This design comes from an exercise in tuning for small area on the open sky130 flow, not from production work. At most, simulation tests tie the RTL to the original design; equivalence was not proved. No functional check of the RTL was part of runs 3 and 4. No run shown here takes its clock network from TritonCTS; it comes from the design's own scripts or RTL. No driver is modelled on the clock port, so clock power and skew are understated where the tree is cut down; a real chip needs a root buffer or a tree. Power is estimated from default activity; no workload was simulated.

File: flow/flow/abc_pick.tcl
# Replaces yosys's abc command in the standard flow's synthesis script: the logic is
# mapped with each ABC script listed in $::env(MY_FLOW_DIR)/abc_scripts.txt
# (one per line) and the smallest result by liberty cell area is kept. Only
# the combinational logic changes: registers are mapped before abc runs.
proc abc {args} {
  set i [lsearch -exact $args -script]
  set libargs {}
  foreach {k v} $args { if {$k eq "-liberty"} { lappend libargs -liberty $v } }
  set fh [open $::env(MY_FLOW_DIR)/abc_scripts.txt]
  set lines [split [string trim [read $fh]] "\n"]
  close $fh
  set scripts {}
  set n 0
  foreach l $lines {
    incr n
    set f [file join $::env(OBJECTS_DIR) "abc_script_$n.abc"]
    set o [open $f w]; puts $o $l; close $o
    lappend scripts $f
  }
  yosys design -save pre_abc
  set best ""
  set best_area 1e30
  foreach s $scripts {
    yosys design -load pre_abc
    set a $args
    lset a [expr {$i + 1}] $s
    if {[catch {yosys abc {*}$a} err]} { puts "abc_pick: $s failed: $err"; continue }
    set txt [yosys tee -q -s result.string stat {*}$libargs]
    set area 1e30
    foreach {m v} [regexp -all -inline {Chip area for [^:]*: ([0-9.]+)} $txt] { set area $v }
    puts "abc_pick: $s area $area"
    if {$area < $best_area} { set best_area $area; set best $s }
  }
  yosys design -load pre_abc
  set a $args
  lset a [expr {$i + 1}] $best
  puts "abc_pick: using $best ($best_area)"
  yosys abc {*}$a
  # inv_2 has the area of inv_1 and clkinv_1 and drives more: use it for
  # every inverter, so the one on the reset, which drives every register,
  # needs no buffer from repair_design
  yosys chtype -map sky130_fd_sc_hd__inv_1 sky130_fd_sc_hd__inv_2 t:sky130_fd_sc_hd__inv_1
  yosys chtype -map sky130_fd_sc_hd__clkinv_1 sky130_fd_sc_hd__inv_2 t:sky130_fd_sc_hd__clkinv_1
}
File: flow/config.mk
export PLATFORM = sky130hd
export DESIGN_NAME = top_bcd
export DESIGN_NICKNAME = top_bcd
export VERILOG_FILES = /design/flow/design.v
export SDC_FILE = /design/flow/constraint.sdc
export NUM_CORES = 4
export LEC_CHECK = 0
export CAP_MARGIN = 20
export CORE_MARGIN = 2
export CORE_UTILIZATION = 40
export SLEW_MARGIN = 20
File: flow/constraint.sdc
create_clock -name core_clock -period 100.0 [get_ports {clk}]
set_input_delay 20.0000 -clock core_clock [delete_from_list [all_inputs] [get_ports {clk}]]
set_output_delay 20.0000 -clock core_clock [all_outputs]
set_load 0.01 [all_outputs]
File: flow/flow/run.sh
#!/bin/bash
# Own layout flow: the standard ORFS flow (standard.sh) with these changes
#  - ABC maps the logic with each of a few area-oriented scripts
#    (flow/abc_scripts.txt) and the smallest result is kept (flow/abc_pick.tcl); the
#    rest of the synthesis, and so every register, is the standard flow's own
#  - input and output ports are buffered with buf_1
#  - the clock tree is a few clock buffers fed straight from the clock port,
#    each driving a cluster of registers (flow/kbuf.tcl, flow/pre_cts.tcl)
# settings come from flow/settings.sh. Each tool's output goes to standard.log
# in this folder; ORFS's own per-step logs are under orfs/logs.
set -uo pipefail
W=$PWD
F=$W/flow
export MY_FLOW_DIR=$F
MY_CLK_OPTIONS="clkbuf_8:2 clkbuf_8:3 clkbuf_8:4"
MY_CLK_SLEW=0.110
EXTRA=()
[ -f $F/settings.sh ] && source $F/settings.sh
export MY_CLK_OPTIONS MY_CLK_SLEW
{
  echo "source $F/abc_pick.tcl"
  cat $W/synth_recipe.tcl
} > $W/my_synth.tcl
bash $W/standard.sh SYNTH_SCRIPT=$W/my_synth.tcl \
  "BUFFER_PORTS_ARGS=-buffer_cell sky130_fd_sc_hd__buf_1" \
  PRE_CTS_TCL=$F/pre_cts.tcl "${EXTRA[@]}" finish > $W/standard.log 2>&1
File: flow/flow/abc_scripts.txt
&get -n; &st; &dch -f; &nf -R 1000; &put; topo
&get -n; &st; &dch -f; &nf -R 1000; &put; strash; &get -n; &st; &dch -f; &nf -R 1000; &put; topo
&get -n; &st; &dc2; &dc2; &dch -f; &nf -R 1000 -a; &put; topo
&get -n; &st; &dc2; &dch -f; &nf -R 1000; &put; topo
&get -n; &st; &synch2; &dch -f; &nf -R 1000; &put; topo
&get -n; &st; &syn2; &dch -f; &nf -R 1000; &put; topo
&get -n; &st; &syn3; &dch -f; &nf -R 1000; &put; topo
&get -n; &st; &dch; &nf -R 1000; &put; topo
&get -n; &st; &dch -x; &nf -R 1000; &put; topo
&get -n; &st; &if -K 4; &st; &dch -f; &nf -R 1000; &put; topo
&get -n; &st; &if -K 6; &mfs; &st; &dch -f; &nf -R 1000; &put; topo
strash; balance; rewrite; refactor; balance; rewrite; rewrite -z; balance; refactor -z; rewrite -z; balance; &get -n; &st; &dch -f; &nf -R 1000; &put; topo
strash; balance; rewrite; refactor; balance; rewrite; rewrite -z; balance; refactor -z; rewrite -z; balance; balance; rewrite; refactor; balance; rewrite; rewrite -z; balance; refactor -z; rewrite -z; balance; &get -n; &st; &dch -f; &nf -R 1000; &put; topo
strash; dc2; balance; rewrite; refactor; &get -n; &st; &dch -f; &nf -R 1000; &put; topo
&get -n; &st; &dch -f; &nf -R 1000 -E 10; &put; topo
&get -n; &st; &dch -f; &nf -R 1000 -Q 10; &put; topo
&get -n; &st; &dc2; &dch -f; &nf -R 1000; &put; strash; &get -n; &st; &dc2; &dch -f; &nf -R 1000; &put; topo
&get -n; &st; &b; &dch -f; &nf -R 1000; &put; topo
&get -n; &st; &dsdb; &dch -f; &nf -R 1000; &put; topo
&get -n; &st; &dch -f; &nf -R 1000 -p; &put; topo
&get -n; &st; &dc2; &syn2; &dch -f; &nf -R 1000; &put; topo
&get -n; &st; &synch2; &dc2; &dch -f; &nf -R 1000; &put; strash; &get -n; &st; &dch -f; &nf -R 1000; &put; topo
strash; dch -f; map -a; strash; &get -n; &st; &dch -f; &nf -R 1000; &put; topo
strash; balance; rewrite; refactor; balance; rewrite; rewrite -z; balance; refactor -z; rewrite -z; balance; dch -f; map -a; topo
&get -n; &st; &dch -f; &nf -R 1000 -F 5 -A 5; &put; topo
&get -n; &st; &dch -f; &nf -R 1000 -C 30; &put; topo
&get -n; &st; &dch -f -C 5000; &nf -R 2000; &put; topo
&get -n; &st; &dch -f -W 10; &nf -R 1000; &put; topo
&get -n; &st; &dch -f; &nf -R 1000 -L 20; &put; topo
strash; dc2; balance; rewrite; refactor; dc2; &get -n; &st; &dch -f; &nf -R 1000; &put; topo
strash; dc2; balance; rewrite; refactor; &get -n; &st; &dc2; &dch -f; &nf -R 1000; &put; topo
strash; dc2; balance; rewrite; refactor; &get -n; &st; &dch -f; &nf -R 1000 -p; &put; topo
strash; dc2; balance; rewrite; refactor; &get -n; &st; &dch -x; &nf -R 1000; &put; topo
strash; dc2; balance; rewrite -z; refactor -z; &get -n; &st; &dch -f; &nf -R 1000; &put; topo
strash; refactor; rewrite; dc2; &get -n; &st; &dch -f; &nf -R 1000; &put; topo
strash; dc2; balance; rewrite; refactor; &get -n; &st; &dch -f; &nf -R 1000; &put; strash; dc2; balance; rewrite; refactor; &get -n; &st; &dch -f; &nf -R 1000; &put; topo
strash; dc2; balance; rewrite; refactor; dch -f; map -a; topo
&get -n; &st; &if -K 5; &st; &dch -f; &nf -R 1000; &put; topo
&get -n; &st; &if -K 3; &st; &dch -f; &nf -R 1000; &put; topo
File: flow/standard.sh
#!/bin/bash
# synth_recipe.tcl (not shown) runs the flow's synth.tcl, then flattens the netlist and writes it again
# the make line also repeats each setting of config.mk as NAME=value (left out here)
make -C /OpenROAD-flow-scripts/flow DESIGN_CONFIG=/design/flow/config.mk WORK_HOME=/design/flow/orfs CLKGATE_MAP_FILE= SYNTH_SCRIPT=/design/flow/synth_recipe.tcl "${@:-finish}"
File: flow/flow/settings.sh
EXTRA=(ADDER_MAP_FILE=)
File: flow/flow/kbuf.tcl
proc kbuf_split {pts k} {
  if {$k <= 1} { return [list $pts] }
  set xs [lmap p $pts {lindex $p 1}]
  set ys [lmap p $pts {lindex $p 2}]
  set dx [expr {[tcl::mathfunc::max {*}$xs] - [tcl::mathfunc::min {*}$xs]}]
  set dy [expr {[tcl::mathfunc::max {*}$ys] - [tcl::mathfunc::min {*}$ys]}]
  set idx [expr {$dx >= $dy ? 1 : 2}]
  set pts [lsort -integer -index $idx $pts]
  set k1 [expr {$k / 2}]
  set cut [expr {int(round(double([llength $pts]) * $k1 / $k))}]
  return [concat [kbuf_split [lrange $pts 0 [expr {$cut - 1}]] $k1] \
                 [kbuf_split [lrange $pts $cut end] [expr {$k - $k1}]]]
}

proc kbuf_clock_tree {cell k} {
  set block [ord::get_db_block]
  set clk_net [$block findNet clk]
  set master [[ord::get_db] findMaster $cell]
  set pts {}
  foreach it [$clk_net getITerms] {
    set bb [[$it getInst] getBBox]
    lappend pts [list $it [expr {([$bb xMin] + [$bb xMax]) / 2}] [expr {([$bb yMin] + [$bb yMax]) / 2}]]
  }
  set groups [kbuf_split $pts $k]
  set cs {}
  foreach g $groups {
    set sx 0; set sy 0
    foreach p $g { set sx [expr {$sx + [lindex $p 1]}]; set sy [expr {$sy + [lindex $p 2]}] }
    set m [llength $g]
    if {$m == 0} { set m 1 }
    lappend cs [list [expr {$sx / $m}] [expr {$sy / $m}]]
  }
  set made {}
  for {set j 0} {$j < $k} {incr j} {
    set g [lindex $groups $j]
    if {[llength $g] == 0} { continue }
    set inst [odb::dbInst_create $block $master clkbuf_leaf_$j]
    set net [odb::dbNet_create $block clknet_leaf_$j]
    $net setSigType CLOCK
    foreach p $g {
      set it [lindex $p 0]
      $it disconnect
      $it connect $net
    }
    [$inst findITerm A] connect $clk_net
    [$inst findITerm X] connect $net
    set c [lindex $cs $j]
    $inst setLocation [lindex $c 0] [lindex $c 1]
    $inst setPlacementStatus PLACED
    lappend made [list $inst $net]
    puts "kbuf_clock_tree: $cell $j drives [llength $g] clock pins"
  }
  return $made
}

# Undo kbuf_clock_tree: reconnect the clock pins to the clock port's net and
# delete the buffers and their nets.
proc kbuf_undo {made} {
  set block [ord::get_db_block]
  set clk_net [$block findNet clk]
  foreach m $made {
    lassign $m inst net
    foreach it [$net getITerms] {
      if {[$it getInst] ne $inst} { $it disconnect; $it connect $clk_net }
    }
    odb::dbInst_destroy $inst
    odb::dbNet_destroy $net
  }
}

# Largest slew (ns) at a register clock pin, with placement parasitics.
proc kbuf_max_clk_slew {} {
  estimate_parasitics -placement
  set mx 0
  foreach p [get_pins -of_objects [get_nets clknet_leaf_*]] {
    if {[get_property $p direction] ne "input"} { continue }
    set s [get_property $p slew_max]
    if {$s > $mx} { set mx $s }
  }
  return $mx
}
File: flow/design.v
module counter(
    input clk, rst,
    input freeze,
    output tick_1
);
    reg [6:0] s;
    assign tick_1 = ~s[6] & s[5] & s[4] & s[3] & s[2] & s[0];
    wire jump = s[6] & s[5] & s[4] & ~s[3] & s[2] & s[1];
    wire fb = (~(s[6] ^ s[5]) ^ jump) | freeze;
    always @(posedge clk or posedge rst)
        if (rst) s <= 7'b1000011;
        else     s <= {s[5:0], fb};
endmodule
module bcd_digit(
    input clk, reset,
    input e,                 
    output reg [3:0] d,
    output nine
);
    wire a = e & d[0];
    assign nine = d[3] & d[0];    
    always @(posedge clk or posedge reset)
        if (reset) d <= 4'd9;
        else begin
            d[0] <= d[0] ^ e;
            d[1] <= d[1] ^ (a & ~d[3]);
            d[2] <= d[2] ^ (a & d[1]);
            d[3] <= a ? (~d[3] & d[1] & d[2]) : d[3];
        end
endmodule
module bcd(
    input wire clk,
    input wire reset,
    input wire button,
    output wire [15:0] d,
    output wire down
);
    reg [3:0] t;
    assign down = t[3] & (t[2] | t[1]);
    wire tick_1;
    counter tick_gen(.clk(clk), .rst(reset), .freeze(tick_1 & ~down & button),
                     .tick_1(tick_1));
    wire n0, n1, n2;
    wire all9 = n0 & n1 & n2 & t[3] & t[0];
    wire inc = tick_1 & (down | (~button & ~all9));
    wire e1 = inc & n0;
    wire e2 = e1 & n1;
    wire e3 = e2 & n2;
    bcd_digit u0(.clk(clk), .reset(reset), .e(inc), .d(d[3:0]),  .nine(n0));
    bcd_digit u1(.clk(clk), .reset(reset), .e(e1),  .d(d[7:4]),  .nine(n1));
    bcd_digit u2(.clk(clk), .reset(reset), .e(e2),  .d(d[11:8]), .nine(n2));
    assign d[15:12] = t;
    wire k9 = t[3] & t[2] & t[0];
    always @(posedge clk or posedge reset)
        if (reset) t <= 4'b1010;
        else if (e3) t <= k9 ? 4'd0 : t + 4'd1;
endmodule
module top_bcd(
    input clk, rst, button,
    output [6:0] seg,
    output [3:0] an
);
    wire [15:0] d;
    wire down;
    bcd BC1(.clk(clk), .reset(rst), .button(button), .d(d), .down(down));
    reg [7:0] r;
    reg [1:0] scan;
    wire z = ~(r[1] | r[2] | r[3] | r[5] | r[6]);
    wire fb = r[7] ^ (r[0] | r[4] | z);
    wire wrap = r[7] & ~r[0] & ~r[4] & z;    
    always @(posedge clk or posedge rst)
        if (rst) begin
            r <= 8'd0;
            scan <= 2'd0;
        end else begin
            r <= {r[6:0], fb};
            scan[0] <= scan[0] ^ wrap;
            scan[1] <= scan[1] ^ (wrap & scan[0]);
        end
    assign an[0] = ~(~scan[1] & ~scan[0]);
    assign an[1] = ~(~scan[1] &  scan[0]);
    assign an[2] = ~( scan[1] & ~scan[0]);
    assign an[3] = ~( scan[1] &  scan[0]);
    wire [3:0] v = (d[3:0] | {4{an[0]}}) & (d[7:4] | {4{an[1]}})
                 & (d[11:8] | {4{an[2]}}) & (d[15:12] | {4{an[3]}});
    wire [2:0] x;
    assign x[0] = v[0] ^ down;
    assign x[1] = v[1];
    assign x[2] = down ? (v[2] ^ v[1]) & ~v[3] : v[2];
    wire n32 = down ? (v[3] | (v[2] & v[1])) : ~(v[3] | v[2]);
    assign seg[0] = ~x[1] & ((x[2] & ~x[0]) | (n32 & x[0]));            
    assign seg[1] = x[2] & (x[1] ^ x[0]);                                  
    assign seg[2] = ~x[2] & x[1] & ~x[0];                                  
    assign seg[3] = (x[2] & ~(x[1] ^ x[0])) | (n32 & ~x[1] & x[0]);       
    assign seg[4] = x[0] | (x[2] & ~x[1]);                                 
    assign seg[5] = (x[1] & x[0]) | (n32 & (x[1] | x[0]));                
    assign seg[6] = (n32 & ~x[1]) | (x[2] & x[1] & x[0]);                 
endmodule
File: flow/flow/pre_cts.tcl
source $::env(MY_FLOW_DIR)/kbuf.tcl
rename clock_tree_synthesis _tritoncts_unused
proc clock_tree_synthesis {args} {
  set_propagated_clock [all_clocks]
  set opts $::env(MY_CLK_OPTIONS)
  set n [llength $opts]
  for {set i 0} {$i < $n} {incr i} {
    lassign [split [lindex $opts $i] :] cell k
    set made [kbuf_clock_tree sky130_fd_sc_hd__$cell $k]
    set s [kbuf_max_clk_slew]
    puts "kbuf: $k x $cell, largest clock-pin slew $s ns"
    if {$s <= $::env(MY_CLK_SLEW) || $i == $n - 1} { break }
    kbuf_undo $made
  }
}
==> results of run 1 <==
==> cell type report <==
cell class,count,area [um2],area share [%]
Tap cell,46,57.56,3.771
Timing Repair Buffer,13,48.80,3.197
Multi-Input combinational cell,94,541.8,35.49
Buffer,2,27.53,1.803
Sequential cell,33,839.6,55.00
Inverter,3,11.26,0.7377
==> cell usage in the layout (no fill, tap or decap) <==
cell      instances
nor3_1            2
xor2_1            3
nand2_1           6
or4_1             1
xnor2_1           8
and2_0            3
nand2b_1          5
clkbuf_8          2
a21o_1            1
nor2b_1           3
inv_2             3
buf_1            13
o22ai_1          11
nor2_1           19
nand3_1           3
and3_1            5
a21oi_1           5
nand4b_1          1
o21bai_1          1
nand4_1           3
a211oi_1          1
o21ai_0           6
dfrtp_1          22
a21boi_0          1
a31oi_1           5
or2_0             1
dfstp_2          11
==> metal layers <==
| metal | wire (um) | vias up | global-route usage [%] |
|---|---|---|---|
| li1 | - | 498 | - |
| met1 | 1161 | 473 | 18.33 |
| met2 | 1106 | 15 | 21.01 |
| met3 | 86 | 2 | 1.081 |
| met4 | 19 | 0 | 0.8333 |
| met5 | 0 | - | 0 |
==> stage by stage <==
stage	setup WS (ns)	power (W)	cells	hold WS [ns]	utilization, %
final	77.67	0.00003034	191	0.3745	45.74
after global routing	77.40	0.00003255	191	0.3869	45.74
after CTS	77.69	0.00003070	191	0.3760	45.74
after detailed placement	77.90	0.00002559	189	0.3536	44.92
after global placement	77.94	0.00002534	189	0.3547	44.92
after floorplan	78.09	0.00002322	130	0.3456	-
==> worst reg2reg max path, stage by stage, from the launching register on <==
cell and delay [ns]:
dfstp_2 0.58, o21ai_0 0.27, a21oi_1 0.31, nor2b_1 0.42
and3_1 0.31, and3_1 0.25, a21oi_1 0.09, a31oi_1 0.16
==> worst max path at each step <==
stage	start	end	slack [ns]	depth (start not counted)
after CTS	scan[0]	seg[3]	77.69	9
after detailed placement	scan[0]	seg[3]	77.90	9
after global routing	scan[0]	seg[1]	77.40	8
final	scan[0]	seg[3]	77.67	9
after global placement	scan[0]	seg[3]	77.94	9
after floorplan	scan[1]	seg[1]	78.09	7
==> kinds of logic after synthesis <==
| logic type | Yosys count | share of synthesized area, % |
|---|---|---|
| AOI/OAI and AO/OA | 31 | 13.30 |
| DFF | 33 | 60.29 |
| xor gates and xnor gates | 11 | 6.919 |
| buffers and inverters | 3 | 0.8086 |
| and+or+nand+nor | 52 | 18.69 |
==> sequential cells by signal (all words and copies together) (netlist names) <==
| register | count |
|---|---|
| BC1.u0.d | 4 |
| BC1.tick_gen.s | 7 |
| scan | 2 |
| BC1.u2.d | 4 |
| r | 8 |
| BC1.u1.d | 4 |
| BC1.t | 4 |
==> cells in the mapped netlist (2+ instances only) <==
cell,number
nand3_1,3
xor2_1,3
a21oi_1,5
nand4_1,3
o21ai_0,6
dfrtp_1,22
nand2_1,6
nor2_1,19
a31oi_1,5
and3_1,5
dfstp_2,11
and2_0,3
inv_2,3
o22ai_1,11
nor2b_1,3
nor3_1,2
nand2b_1,5
xnor2_1,8
==> where the power goes <==
group / leakage [nW] / internal [W] / switching [W] / total (W)
registers: 0.395 / 0.0000160 / 0.00000149 / 0.0000175
logic: 0.217 / 0.00000312 / 0.00000474 / 0.00000786
clock network: 0.0144 / 0.00000185 / 0.00000316 / 0.00000501
==> out/qor.txt, run 1 <==
Lkg Pwr - 0.6265 nW
Nets@finish - 150
ANT nets after route - 0
Via Count - 988
CP dominant cell by count - o22ai_1
Final setup viols - 0
Final WL - 2373 um
Gr usage total - 12.47%
Max_cap viols - 0
Placed Area - 0.001499 mm2
R2R cell count - 7
Hold Path Origin - r[3]
Cell taking the most area after synthesis - dfrtp_1
Reg2reg setup slack - 97.55 ns
Vias in the first global route - 943
First-pass GRT wire length - 4222 um
Initial antenna violation count - 0
WP data arrival - 2.33 ns
GPL Wtd Cong - 0.7467
Ant diodes - 0
HPWL Detailed - 1775 um
Skew-Pair Late Insertion Delay - 0.16 ns
Initial Util - 41.73%
Hold Vio Cnt, Final - 0
CP max stage delay - 0.44 ns
Fillcell total - 335
Setup TNS - 0 ns
Average cell area after synthesis - 10.71 um2
Worst Setup Path Type - flip-flop to output port
Worst Max-Slew Pin Slew - 0.6951 ns
Clock transition at path regs - 0.09 ns
Mapped Nets - 133
Area delta synth->final - 9.613%
Hold crit path type - flip-flop to flip-flop
Slew HR - 53.17%
Hold buffer count at CTS - 0
Die Span Y - 63.01 um
Initial DRC count - 38
DR WL/cell - 12.42 um
Peak VDD IR - 0.01491 mV
Setup Skew - 0.009705 ns
Hold path depth - 0
Fin. max-slew vios - 0
Critical Path Source Type - flip-flop
Most used DFF post-synth - dfrtp_1
Setup Buffers After CTS - 0
CP cell instances - or2_0 > o22ai_1 > nor2_1 > a211oi_1 > a21o_1 > a21oi_1 > o21ai_0 > o22ai_1 > buf_1
Die Area - 0.003970 mm2
PwrDens - 19.88 mW/mm2
Resized cells post-CTS - 0
Layout cells sized above 1 - 11.03%
Synth Instances - 130
Sequential cell area fraction in the yosys report - 60.29%
Grt ovf - 0
Slowest stage cell, crit path - dfrtp_1
Post-layout instance area - 0.001526 mm2
Req. time, crit path - 80.00 ns
I/O pin cnt - 14
Crit path buf inv count - 1
#FFs+latches synth - 33
Final period util - 22.33%
Reg2Reg Launch Point - BC1.t[3]
R2R Path End - BC1.t[3]
Crit Path Max Fanout - 6
Core Area - 0.003337 mm2
Largest net degree at the start of global routing - 34
Top cell type's share of synthesized area - 39.53%
Number of flops mapped to enable cells by yosys - 0
Row count - 21
Tmin final - 22.33 ns
Synth warnings - 4
Die Wd - 63.01 um
Maximum clock frequency - 44.79 MHz
Synth async-reset ratio - 100.0%
Worst Hold End - r[4]
Cell family with most CP delay - compound AO/OA/AOI/OAI gates
Outcome - complete, no violations
Mapped Area - 0.001393 mm2
Synth cell types - 25
RSZ-0062 raised after global routing - no
DRC violations left - 0
Synth top area cells - dfrtp_1 (40%), dfstp_2 (21%), nor2_1 (5.1%)
IO Port Bufs - 13
Vias per std cell - 5.173
Worst setup EP type - output port
Detailed Routing Iterations Pass 1 - 4
==> run 2: changes to the inputs <==
--- a/flow/design.v
+++ b/flow/design.v
@@ -50,10 +50,12 @@
     bcd_digit u1(.clk(clk), .reset(reset), .e(e1),  .d(d[7:4]),  .nine(n1));
     bcd_digit u2(.clk(clk), .reset(reset), .e(e2),  .d(d[11:8]), .nine(n2));
     assign d[15:12] = t;
-    wire k9 = t[3] & t[2] & t[0];
+    wire t1 = t[0] & ~(t[3] & t[2]);
+    wire t2 = t[0] & (t[1] | t[3]);
+    wire t3 = t2 & t[2];
     always @(posedge clk or posedge reset)
         if (reset) t <= 4'b1010;
-        else if (e3) t <= k9 ? 4'd0 : t + 4'd1;
+        else t <= t ^ ({t3, t2, t1, 1'b1} & {4{e3}});
 endmodule
 module top_bcd(
     input clk, rst, button,
==> out/qor.txt, run 2 <==
Outcome - complete, no violations (unchanged)
Number of flops mapped to enable cells by yosys - 0 (unchanged)
Crit Path Max Fanout - 7 (was 6)
Detailed Routing Iterations Pass 1 - 4 (unchanged)
Slew HR - 54.51% (was 53.17%)
Tmin final - 22.33 ns (about the same)
ANT nets after route - 0 (unchanged)
Final period util - 22.33% (about the same)
#FFs+latches synth - 33 (unchanged)
Via Count - 978 (was 988)
Initial DRC count - 78 (was 38)
Post-synthesis compound-gate area fraction - 12.68% (was 13.30%)
HPWL Detailed - 1742 um (was 1775 um)
Most used DFF post-synth - dfrtp_1 (unchanged)
Most frequent cells in the layout - dfrtp_1 (22), nor2_1 (17), buf_1 (13) (was dfrtp_1 (22), nor2_1 (19), buf_1 (13))
Core Area - 0.003337 mm2 (unchanged)
Reg2reg setup slack - 97.19 ns (was 97.55 ns)
Synth Area in Simple Gates - 17.12% (was 18.69%)
DR WL met2 - 1127 um (was 1106 um)
Setup Skew - 0.004072 ns (was 0.009705 ns)
Fin. max-slew vios - 0 (unchanged)
I/O pin cnt - 14 (unchanged)
Ant diodes - 0 (unchanged)
Gr usage total - 13.19% (was 12.47%)
Req. time, crit path - 80.00 ns (about the same)
Worst setup EP type - output port (unchanged)
Mapped Area - 0.001381 mm2 (was 0.001393 mm2)
WP data arrival - 2.33 ns (about the same)
Row count - 21 (unchanged)
Hold buffer count at CTS - 0 (unchanged)
Met3 wire length - 109 um (was 86 um)
RSZ-0062 raised after global routing - no (unchanged)
Setup Buffers After CTS - 0 (unchanged)
PwrDens - 19.95 mW/mm2 (was 19.88 mW/mm2)
Vias per std cell - 5.202 (was 5.173)
Count leader, synth - dfrtp_1 (unchanged)
Layout cells sized above 1 - 10.56% (was 11.03%)
First-pass GRT wire length - 4367 um (was 4222 um)
Initial antenna violation count - 0 (unchanged)
Synth Instances - 127 (was 130)
Worst Max-Slew Pin Slew - 0.6751 ns (was 0.6951 ns)
Synth warnings - 4 (unchanged)
Slowest stage cell, crit path - dfrtp_1 (unchanged)
Resized cells post-CTS - 0 (unchanged)
XOR/XNOR Fraction of Synth Area - 8.877% (was 6.918%)
Maximum clock frequency - 44.78 MHz (was 44.79 MHz)
Top cells by count, synth - dfrtp_1 (22), nor2_1 (17), dfstp_2 (11), o22ai_1 (9), xnor2_1 (9) (was dfrtp_1 (22), nor2_1 (19), dfstp_2 (11), o22ai_1 (11), xnor2_1 (8))
Hold crit path type - flip-flop to flip-flop (unchanged)
Cell taking the most area after synthesis - dfrtp_1 (unchanged)
Max_cap viols - 0 (unchanged)
Final setup viols - 0 (unchanged)
Synth cell types - 25 (unchanged)
Worst Setup Path Type - flip-flop to output port (unchanged)
Synth async-reset ratio - 100.0% (unchanged)
Initial Util - 41.39% (was 41.73%)
Biggest register - r (unchanged)
Sequential cell area fraction in the yosys report - 60.78% (was 60.29%)
Vias in the first global route - 960 (was 943)
Dpl cells - 186 (was 189)
Final WL - 2394 um (was 2373 um)
CP cell instances - or2_0 > o22ai_1 > nor2_1 > a211oi_1 > a21o_1 > o21ai_0 > and3_1 > buf_1 (was or2_0 > o22ai_1 > nor2_1 > a211oi_1 > a21o_1 > a21oi_1 > o21ai_0 > o22ai_1 > buf_1)
Grt ovf - 0 (unchanged)
Synth top area cells - dfrtp_1 (40%), dfstp_2 (21%), xnor2_1 (5.7%) (was dfrtp_1 (40%), dfstp_2 (21%), nor2_1 (5.1%))
DR WL/cell - 12.73 um (was 12.42 um)
Skew-Pair Late Insertion Delay - 0.15 ns (was 0.16 ns)
Mapped Nets - 130 (was 133)
Die Area - 0.003939 mm2 (was 0.003970 mm2)
Die Span Y - 62.77 um (was 63.01 um)
Final Non-Filler Cells - 188 (was 191)
Nets@finish - 147 (was 150)
IO Port Bufs - 13 (unchanged)
GPL Wtd Cong - 0.7816 (was 0.7467)
Top Metal Used - met4 (unchanged)
Adder-cell share of the synthesized area - 0% (unchanged)
Mux cell area share after synthesis - 0% (unchanged)
Peak VDD IR - 0.006050 mV (was 0.01491 mV)
Critical Path Source Type - flip-flop (unchanged)
Hold Vio Cnt, Final - 0 (unchanged)
Post-layout instance area - 0.001515 mm2 (was 0.001526 mm2)
Placed Area - 0.001488 mm2 (was 0.001499 mm2)
Area delta synth->final - 9.692% (was 9.613%)
Setup TNS - 0 ns (unchanged)
Average cell area after synthesis - 10.88 um2 (was 10.71 um2)
CP max stage delay - 0.44 ns (about the same)
Largest family of logic cells by synthesized area - simple AND/OR/NAND/NOR gates (unchanged)
Top cell type's share of synthesized area - 39.86% (was 39.53%)
Most common cell after layout, fill and taps aside - dfrtp_1 (unchanged)
WL met1 - 1138 um (was 1161 um)
Largest register FFs - 8 (unchanged)
Largest net degree at the start of global routing - 34 (unchanged)
DRC violations left - 0 (unchanged)
Clock transition at path regs - 0.10 ns (was 0.09 ns)
Lkg Pwr - 0.6304 nW (was 0.6265 nW)
Die Wd - 62.77 um (was 63.01 um)
Largest registers - r x8, BC1.tick_gen.s x7 (unchanged)
## run 2: stage by stage
step	util, %	hold WS [ns]	total power [W]	worst slack [ns]
after floorplan	-	0.3456	0.00002295	78.13
after global placement	44.58	0.3571	0.00002497	77.99
after detailed placement	44.58	0.3578	0.00002553	77.90
after CTS	45.41	0.3739	0.00003046	77.71
after global routing	45.41	0.3794	0.00003235	77.43
final	45.41	0.3717	0.00003022	77.67
## run 2: final cells by class
cell class,instances,area (um2)
Inverter,2,7.507
Buffer,2,27.53
Timing Repair Buffer,13,48.80
Multi-Input combinational cell,92,534.3
Sequential cell,33,839.6
Tap cell,46,57.56
Fill cell,332,1822
## run 2: path summary, 6_finish.rpt
path,startpoint,end,depth (start not counted)
max in group asynchronous,rst,BC1.t[0],2
min,BC1.tick_gen.s[0],BC1.tick_gen.s[1],0
min reg2reg,BC1.tick_gen.s[0],BC1.tick_gen.s[1],0
max,scan[0],seg[2],8
max reg2reg,BC1.t[3],BC1.t[3],10
min in group asynchronous,rst,BC1.tick_gen.s[3],2
## run 2: worst max-delay path: cells and delay by family (launching register included)
family,cells,cell delay [ns]
AND/OR/NAND/NOR,3,0.86
flip-flops,1,0.44
buffers and inverters,1,0.15
AO/OA/AOI/OAI,4,0.73
## run 2: report_power, final
part	total [W]	switching, W	internal [W]
sequential	0.0000175	0.00000150	0.0000160
combinational	0.00000779	0.00000486	0.00000293
clock	0.00000495	0.00000310	0.00000185
total	0.0000302	0.00000946	0.0000208
## run 2: kinds of logic (layout without fill, tap and decap cells)
logic type | count (synthesis) | in the layout
compound gates | 30 | 30
xor+xnor | 14 | 14
buf+inv | 2 | 17
flops | 33 | 33
simple gates | 48 | 48
## run 2: routing by layer
layer | up-vias | GRT usage [%]
met5 | - | 0
met4 | 0 | 1.389
met2 | 28 | 22.58
met3 | 2 | 0.9009
met1 | 470 | 19.17
li1 | 478 | -
==> run 3: changes to the inputs <==
--- a/flow/design.v
+++ b/flow/design.v
@@ -17,16 +17,13 @@
     output reg [3:0] d,
     output nine
 );
-    wire a = e & d[0];
     assign nine = d[3] & d[0];    
+    wire t1 = d[0] & ~d[3];           
+    wire t2 = d[0] & d[1];            
+    wire t3 = nine | (t2 & d[2]);     
     always @(posedge clk or posedge reset)
         if (reset) d <= 4'd9;
-        else begin
-            d[0] <= d[0] ^ e;
-            d[1] <= d[1] ^ (a & ~d[3]);
-            d[2] <= d[2] ^ (a & d[1]);
-            d[3] <= a ? (~d[3] & d[1] & d[2]) : d[3];
-        end
+        else d <= d ^ ({t3, t2, t1, 1'b1} & {4{e}});
 endmodule
 module bcd(
     input wire clk,
==> out/qor.txt, run 3 <==
Max_cap viols - 0 (unchanged)
Average cell area after synthesis - 10.86 um2 (was 10.88 um2)
Detailed Routing Iterations Pass 1 - 4 (unchanged)
Crit Path Max Fanout - 6 (was 7)
Largest registers - r x8, BC1.tick_gen.s x7 (unchanged)
Worst Setup Path Type - flip-flop to output port (unchanged)
Resized cells post-CTS - 0 (unchanged)
Area delta synth->final - 9.631% (was 9.692%)
Layout cells sized above 1 - 10.49% (was 10.56%)
IO Port Bufs - 13 (unchanged)
Skew-Pair Late Insertion Delay - 0.16 ns (was 0.15 ns)
Mapped Area - 0.001390 mm2 (was 0.001381 mm2)
RSZ-0062 raised after global routing - no (unchanged)
Die Area - 0.003963 mm2 (was 0.003939 mm2)
Worst setup EP type - output port (unchanged)
Die Wd - 62.95 um (was 62.77 um)
Cell family with most CP delay - compound AO/OA/AOI/OAI gates (was simple AND/OR/NAND/NOR gates)
Most common cell after layout, fill and taps aside - dfrtp_1 (unchanged)
Synth warnings - 4 (unchanged)
Synth Instances - 128 (was 127)
Vias in the first global route - 1001 (was 960)
Tmin final - 22.66 ns (was 22.33 ns)
Pre-CTS setup slack - 77.57 ns (was 77.90 ns)
Setup Skew - 0.005636 ns (was 0.004072 ns)
Final WL - 2509 um (was 2394 um)
Lkg Pwr - 0.6139 nW (was 0.6304 nW)
Row count - 21 (unchanged)
Slew HR - 51.43% (was 54.51%)
Via Count - 1005 (was 978)
Synth top area cells - dfrtp_1 (40%), dfstp_2 (21%), xnor2_1 (8.2%) (was dfrtp_1 (40%), dfstp_2 (21%), xnor2_1 (5.7%))
Cell taking the most area after synthesis - dfrtp_1 (unchanged)
Final setup viols - 0 (unchanged)
Initial Util - 41.66% (was 41.39%)
Vias per std cell - 5.317 (was 5.202)
CP dominant cell by count - o22ai_1
Synth async-reset ratio - 100.0% (unchanged)
PwrDens - 18.96 mW/mm2 (was 19.95 mW/mm2)
I/O pin cnt - 14 (unchanged)
Hold Vio Cnt, Final - 0 (unchanged)
WP data arrival - 2.66 ns (was 2.33 ns)
Hold buffer count at CTS - 0 (unchanged)
CP max stage delay - 0.43 ns (was 0.44 ns)
Grt ovf - 0 (unchanged)
GPL Wtd Cong - 0.8305 (was 0.7816)
HPWL Detailed - 1850 um (was 1742 um)
Fin. max-slew vios - 0 (unchanged)
Mapped Nets - 131 (was 130)
Outcome - complete, no violations (unchanged)
Final period util - 22.66% (was 22.33%)
Most used DFF post-synth - dfrtp_1 (unchanged)
Slowest stage cell, crit path - dfrtp_1 (unchanged)
Number of flops mapped to enable cells by yosys - 0 (unchanged)
#FFs+latches synth - 33 (unchanged)
Req. time, crit path - 80.00 ns (about the same)
Critical Path Source Type - flip-flop (unchanged)
Maximum clock frequency - 44.14 MHz (was 44.78 MHz)
Clock transition at path regs - 0.10 ns (about the same)
Peak VDD IR - 0.006787 mV (was 0.006050 mV)
Nets@finish - 148 (was 147)
Ant diodes - 0 (unchanged)
Sequential cell area fraction in the yosys report - 60.40% (was 60.78%)
Top cell type's share of synthesized area - 39.60% (was 39.86%)
ANT nets after route - 0 (unchanged)
Setup Buffers After CTS - 0 (unchanged)
Largest net degree at the start of global routing - 34 (unchanged)
Largest register FFs - 8 (unchanged)
CP cell instances - or2_0 > o22ai_1 > nor2_1 > a211oi_1 > a21oi_1 > a21boi_0 > o21ai_0 > o22ai_1 > buf_1 (was or2_0 > o22ai_1 > nor2_1 > a211oi_1 > a21o_1 > o21ai_0 > and3_1 > buf_1)
Gr usage total - 13.69% (was 13.19%)
Synth cell types - 23 (was 25)
Core Area - 0.003337 mm2 (unchanged)
Top cells by count, synth - dfrtp_1 (22), nor2_1 (14), xnor2_1 (13), dfstp_2 (11), o22ai_1 (10) (was dfrtp_1 (22), nor2_1 (17), dfstp_2 (11), o22ai_1 (9), xnor2_1 (9))
Most frequent cells in the layout - dfrtp_1 (22), nor2_1 (14), xnor2_1 (13), buf_1 (13), dfstp_2 (11) (was dfrtp_1 (22), nor2_1 (17), buf_1 (13))
Initial DRC count - 87 (was 78)
Initial antenna violation count - 0 (unchanged)
Crit path buf inv count - 1 (unchanged)
WHS - 0.3775 ns (was 0.3717 ns)
Total Power - 0.00002890 W (was 0.00003022 W)
Die Span Y - 62.95 um (was 62.77 um)
Placed Area - 0.001496 mm2 (was 0.001488 mm2)
Hold crit path type - flip-flop to flip-flop (unchanged)
Worst Max-Slew Pin Slew - 0.7209 ns (was 0.6751 ns)
DRC violations left - 0 (unchanged)
Worst setup margin - 77.34 ns (was 77.67 ns)
Count leader, synth - dfrtp_1 (unchanged)
Post-layout instance area - 0.001524 mm2 (was 0.001515 mm2)
First-pass GRT wire length - 4560 um (was 4367 um)
DR WL/cell - 13.28 um (was 12.73 um)
Biggest register - r (unchanged)
Setup TNS - 0 ns (unchanged)
run 3: changes by cell type after synthesis, sizes merged, moves of 2 or more:
cell   delta
a31oi     +2
nor3      +2
or3       +2
nor2      -3
xor2      -5
xnor2     +4
and2      -2
run 3: metal layers:
| metal | share of wire [%] | GRT usage, % |
|---|---|---|
| met1 | 47 | 18.38 |
| met5 | 0 | 0 |
| met2 | 49 | 25.00 |
| met4 | 1.2 | 1.389 |
| met3 | 2.9 | 0.9009 |
run 3: cell type report:
| class | count | area, um2 |
|---|---|---|
| inverter | 2 | 7.507 |
| tap | 46 | 57.56 |
| fill | 344 | 1813 |
| timing repair buffer | 13 | 48.80 |
| buffer | 2 | 27.53 |
| sequential | 33 | 839.6 |
| multi-input combinational | 93 | 543.0 |
run 3: cell families (layout without fill, tap and decap cells):
logic type,after synthesis,count (layout),share of synthesized area (%)
xor gates and xnor gates,13,13,8.191
DFF,33,33,60.40
and+or+nand+nor,47,47,16.92
AOI/OAI and AO/OA,33,33,13.95
buffers and inverters,2,17,0.5403
run 3: through the flow:
| step | utilization [%] | cells |
|---|---|---|
| 2_1_floorplan | - | 128 |
| 3_3_place_gp | 44.84 | 187 |
| 3_5_place_dp | 44.84 | 187 |
| 4_1_cts | 45.67 | 189 |
| 5_1_grt | 45.67 | 189 |
| 6_report | 45.67 | 189 |
run 3: where the power goes:
group	leakage [nW]	internal (W)	switching, W	total (W)
Combinational	0.203	0.00000259	0.00000387	0.00000647
Clock	0.0144	0.00000186	0.00000323	0.00000509
Sequential	0.397	0.0000158	0.00000154	0.0000173
run 3: worst paths after layout:
path	from	to	slack [ns]	cells past startpoint
min reg2reg	BC1.tick_gen.s[0]	BC1.tick_gen.s[1]	0.38	0
min	BC1.tick_gen.s[0]	BC1.tick_gen.s[1]	0.38	0
max in group asynchronous	rst	BC1.u1.d[2]	79.68	2
max	scan[0]	seg[3]	77.34	9
min in group asynchronous	rst	BC1.tick_gen.s[4]	19.90	2
max reg2reg	BC1.t[3]	BC1.t[2]	97.20	9
run 3: worst reg2reg max path, delay by kind of cell (launching register included):
| kind | cells | cell delay, ns |
|---|---|---|
| AOI/OAI and AO/OA | 2 | 0.42 |
| DFF | 1 | 0.60 |
| xor gates and xnor gates | 1 | 0.14 |
| and+or+nand+nor | 6 | 1.54 |
==> run 4: changes to the inputs <==
--- a/flow/design.v
+++ b/flow/design.v
@@ -17,13 +17,16 @@
     output reg [3:0] d,
     output nine
 );
+    wire a = e & d[0];
     assign nine = d[3] & d[0];    
-    wire t1 = d[0] & ~d[3];           
-    wire t2 = d[0] & d[1];            
-    wire t3 = nine | (t2 & d[2]);     
     always @(posedge clk or posedge reset)
         if (reset) d <= 4'd9;
-        else d <= d ^ ({t3, t2, t1, 1'b1} & {4{e}});
+        else begin
+            d[0] <= d[0] ^ e;
+            d[1] <= d[1] ^ (a & ~d[3]);
+            d[2] <= d[2] ^ (a & d[1]);
+            d[3] <= a ? (~d[3] & d[1] & d[2]) : d[3];
+        end
 endmodule
 module bcd(
     input wire clk,
@@ -34,12 +37,14 @@
 );
     reg [3:0] t;
     assign down = t[3] & (t[2] | t[1]);
+    wire n0, n1, n2;
+    wire units8 = d[3] & ~d[0];   
+    wire to9999 = units8 & n1 & n2 & t[3] & t[0];   
     wire tick_1;
-    counter tick_gen(.clk(clk), .rst(reset), .freeze(tick_1 & ~down & button),
+    counter tick_gen(.clk(clk), .rst(reset),
+                     .freeze(tick_1 & ~down & (button | to9999)),
                      .tick_1(tick_1));
-    wire n0, n1, n2;
-    wire all9 = n0 & n1 & n2 & t[3] & t[0];
-    wire inc = tick_1 & (down | (~button & ~all9));
+    wire inc = tick_1 & (down | ~button);
     wire e1 = inc & n0;
     wire e2 = e1 & n1;
     wire e3 = e2 & n2;
==> out/qor.txt, run 4 <==
Fin. max-slew vios - 0 (unchanged)
Die Span Y - 63.03 um (was 62.95 um)
Largest register FFs - 8 (unchanged)
Detailed Routing Iterations Pass 1 - 4 (unchanged)
Hold Vio Cnt, Final - 0 (unchanged)
Mapped Nets - 131 (unchanged)
Net switching power - 0.000008623 W (was 0.000008643 W)
Grt ovf - 0 (unchanged)
Fillcell total - 342 (was 344)
Hold Path Origin - BC1.tick_gen.s[0] (unchanged)
Resized cells post-CTS - 0 (unchanged)
Core Area - 0.003337 mm2 (unchanged)
Top cells by count, synth - dfrtp_1 (22), nor2_1 (14), nand2_1 (12), dfstp_2 (11), xnor2_1 (11) (was dfrtp_1 (22), nor2_1 (14), xnor2_1 (13), dfstp_2 (11), o22ai_1 (10))
Sequential cell area fraction in the yosys report - 60.23% (was 60.40%)
Peak VDD IR - 0.006412 mV (was 0.006787 mV)
Vias per std cell - 5.323 (was 5.317)
IO Port Bufs - 13 (unchanged)
Crit Path Max Fanout - 9 (was 6)
Largest net degree at the start of global routing - 34 (unchanged)
Largest registers - r x8, BC1.tick_gen.s x7 (unchanged)
WHS - 0.3807 ns (was 0.3775 ns)
Hold buffer count at CTS - 0 (unchanged)
Die Wd - 63.03 um (was 62.95 um)
Synth cell types - 29 (was 23)
Initial DRC count - 46 (was 87)
Slew HR - 48.43% (was 51.43%)
Slowest stage cell, crit path - dfrtp_1 (unchanged)
Final period util - 22.41% (was 22.66%)
Setup Buffers After CTS - 0 (unchanged)
Maximum clock frequency - 44.62 MHz (was 44.14 MHz)
CP cell instances - or2_0 > o22ai_1 > nor2_1 > a211oi_1 > a21o_1 > a21o_1 > nor2_1 > nand2_1 > o31ai_1 > buf_1 (was or2_0 > o22ai_1 > nor2_1 > a211oi_1 > a21oi_1 > a21boi_0 > o21ai_0 > o22ai_1 > buf_1)
Final WL - 2542 um (was 2509 um)
Lkg Pwr - 0.6224 nW (was 0.6139 nW)
Nets@finish - 148 (unchanged)
Average cell area after synthesis - 10.89 um2 (was 10.86 um2)
Worst setup EP type - output port (unchanged)
Die Area - 0.003973 mm2 (was 0.003963 mm2)
R2R cell count - 8 (was 9)
Combinational Power Share - 22.4% (about the same)
Critical Path Source Type - flip-flop (unchanged)
Setup Skew - 0.007351 ns (was 0.005636 ns)
DRC violations left - 0 (unchanged)
Hold crit path type - flip-flop to flip-flop (unchanged)
Biggest register - r (unchanged)
Synth async-reset ratio - 100.0% (unchanged)
Critical Path Sink - seg[0] (was seg[3])
Outcome - complete, no violations (unchanged)
Area delta synth->final - 9.605% (was 9.631%)
Top cell type's share of synthesized area - 39.50% (was 39.60%)
Clock network fraction of total power - 17.8% (was 17.6%)
Synth top area cells - dfrtp_1 (39%), dfstp_2 (21%), xnor2_1 (6.9%) (was dfrtp_1 (40%), dfstp_2 (21%), xnor2_1 (8.2%))
Layout cells sized above 1 - 9.790% (was 10.49%)
I/O pin cnt - 14 (unchanged)
RSZ-0062 raised after global routing - no (unchanged)
Skew-Pair Late Insertion Delay - 0.16 ns (about the same)
CP Depth - 10 (was 9)
Cell family with most CP delay - simple AND/OR/NAND/NOR gates (was compound AO/OA/AOI/OAI gates)
Worst setup margin - 77.59 ns (was 77.34 ns)
Crit path buf inv count - 1 (unchanged)
Count leader, synth - dfrtp_1 (unchanged)
Crit path from - scan[0] (unchanged)
Gr usage total - 13.95% (was 13.69%)
Ant diodes - 0 (unchanged)
Most used DFF post-synth - dfrtp_1 (unchanged)
First-pass GRT wire length - 4616 um (was 4560 um)
Number of flops mapped to enable cells by yosys - 0 (unchanged)
PwrDens - 18.85 mW/mm2 (was 18.96 mW/mm2)
#FFs+latches synth - 33 (unchanged)
Worst Max-Slew Pin Slew - 0.7654 ns (was 0.7209 ns)
Initial antenna violation count - 0 (unchanged)
R2R Path End - BC1.t[2] (unchanged)
Via Count - 1006 (was 1005)
Sw frac - 29.94% (was 29.91%)
Synth warnings - 4 (unchanged)
Vias in the first global route - 989 (was 1001)
WP data arrival - 2.41 ns (was 2.66 ns)
Row count - 21 (unchanged)
GPL Wtd Cong - 0.7501 (was 0.8305)
Reg2reg setup slack - 97.17 ns (was 97.20 ns)
Tmin final - 22.41 ns (was 22.66 ns)
Synth Instances - 128 (unchanged)
Sequential share of power - 59.8% (was 60.0%)
Most common cell after layout, fill and taps aside - dfrtp_1 (unchanged)
Layout Utilization - 45.78% (was 45.67%)
Clock transition at path regs - 0.10 ns (about the same)
HPWL Detailed - 1841 um (was 1850 um)
Cell taking the most area after synthesis - dfrtp_1 (unchanged)
Initial Util - 41.77% (was 41.66%)
DR WL/cell - 13.45 um (was 13.28 um)
Req. time, crit path - 80.00 ns (about the same)
Mapped Area - 0.001394 mm2 (was 0.001390 mm2)
Setup TNS - 0 ns (unchanged)
Reg2Reg Launch Point - BC1.t[3] (unchanged)
Pint - 0.00002018 W (was 0.00002026 W)
Final setup viols - 0 (unchanged)
Most frequent cells in the layout - dfrtp_1 (22), nor2_1 (14), buf_1 (13) (was dfrtp_1 (22), nor2_1 (14), xnor2_1 (13), buf_1 (13), dfstp_2 (11))
Worst Setup Path Type - flip-flop to output port (unchanged)
Pre-CTS setup slack - 77.82 ns (was 77.57 ns)
CP max stage delay - 0.44 ns (was 0.43 ns)
Max_cap viols - 0 (unchanged)
ANT nets after route - 0 (unchanged)
## run 4: cell count changes after synthesis, sizes merged, moves of 2 or more
cell	delta
a21o	+2
a21oi	-5
and2	+2
and3	-3
nand2	+4
xnor2	-2
xor2	+2
## run 4: worst min-delay path by stage
stage | end | slack, ns | cells past startpoint
4_1_cts | r[6] | 0.38 | 0
2_1_floorplan | r[6] | 0.35 | 0
3_5_place_dp | r[6] | 0.36 | 0
5_1_grt | BC1.tick_gen.s[1] | 0.39 | 0
6_report | BC1.tick_gen.s[1] | 0.38 | 0
3_3_place_gp | r[6] | 0.36 | 0
## run 4: metrics by stage
step / power (W) / area [um2] / cells
2_1_floorplan: 0.00002185 / 1394 / 128
3_3_place_gp: 0.00002356 / 1500 / 187
3_5_place_dp: 0.00002394 / 1500 / 187
4_1_cts: 0.00002914 / 1528 / 189
5_1_grt: 0.00003076 / 1528 / 189
6_report: 0.00002880 / 1528 / 189
## run 4: area by class of cell
| type | instances | area (um2) | area share [%] |
|---|---|---|---|
| multi-input cells | 94 | 550.5 | 36.04 |
| flip-flops and latches | 33 | 839.6 | 54.95 |
| well taps | 46 | 57.56 | 3.767 |
| repair buffers | 13 | 48.80 | 3.194 |
| inverters | 1 | 3.754 | 0.2457 |
| plain buffers | 2 | 27.53 | 1.802 |
## run 4: cell families after synthesis
logic type      synth area share, %
buf+inv                      0.2690
simple gates                  17.06
compound gates                14.27
xor+xnor                      8.169
flops                         60.23
## run 4: layer usage
metal	up-vias	track usage [%]	wire length (um)
li1	491	-	-
met1	497	20.17	1244
met2	16	23.94	1184
met3	2	0.7207	79
met4	0	1.667	34
met5	-	0	0
## run 4: worst register-to-register path: cells and delay by family (launching register included)
family | cells | cell delay [ns]
and+or+nand+nor | 5 | 1.53
DFF | 1 | 0.60
AOI/OAI and AO/OA | 2 | 0.45
xor gates and xnor gates | 1 | 0.15
## run 4: power by group through the flow
| stage | clock [W] | combinational (W) | sequential (W) |
|---|---|---|---|
| after global routing | 0.00000598 | 0.00000721 | 0.0000176 |
| after CTS | 0.00000540 | 0.00000647 | 0.0000173 |
| after floorplan | 0 | 0.00000487 | 0.0000170 |
| after detailed placement | 0 | 0.00000646 | 0.0000175 |
| after global placement | 0 | 0.00000616 | 0.0000174 |
| final | 0.00000512 | 0.00000645 | 0.0000172 |

re-timing with driven ports:
How much do the figures lean on ideal ports? The routed layouts below were timed once more, with nothing changed but the port constraints. Step 1 assumes that a clkbuf_16 drives the clock port and a buf_2 every other input. Step 2 moves the port delays by t, midway between the first and last clock arrival at a register: inputs arrive t later, outputs are due t later. That takes back most of the time a late clock gives input paths. Slacks: ideal ports / drivers / drivers and shift; pairs: ideal ports / drivers.
run | t, ns | slack for setup (ns) | worst setup path after step 2
run 1 | 0.184 | 77.673 / 77.642 / 77.826 | register to output
run 2 | 0.183 | 77.666 / 77.635 / 77.818 | register to output
run 3 | 0.191 | 77.343 / 77.306 / 77.497 | register to output
run 4 | 0.190 | 77.590 / 77.556 / 77.745 | register to output
After both steps setup and hold are still met in every run listed.
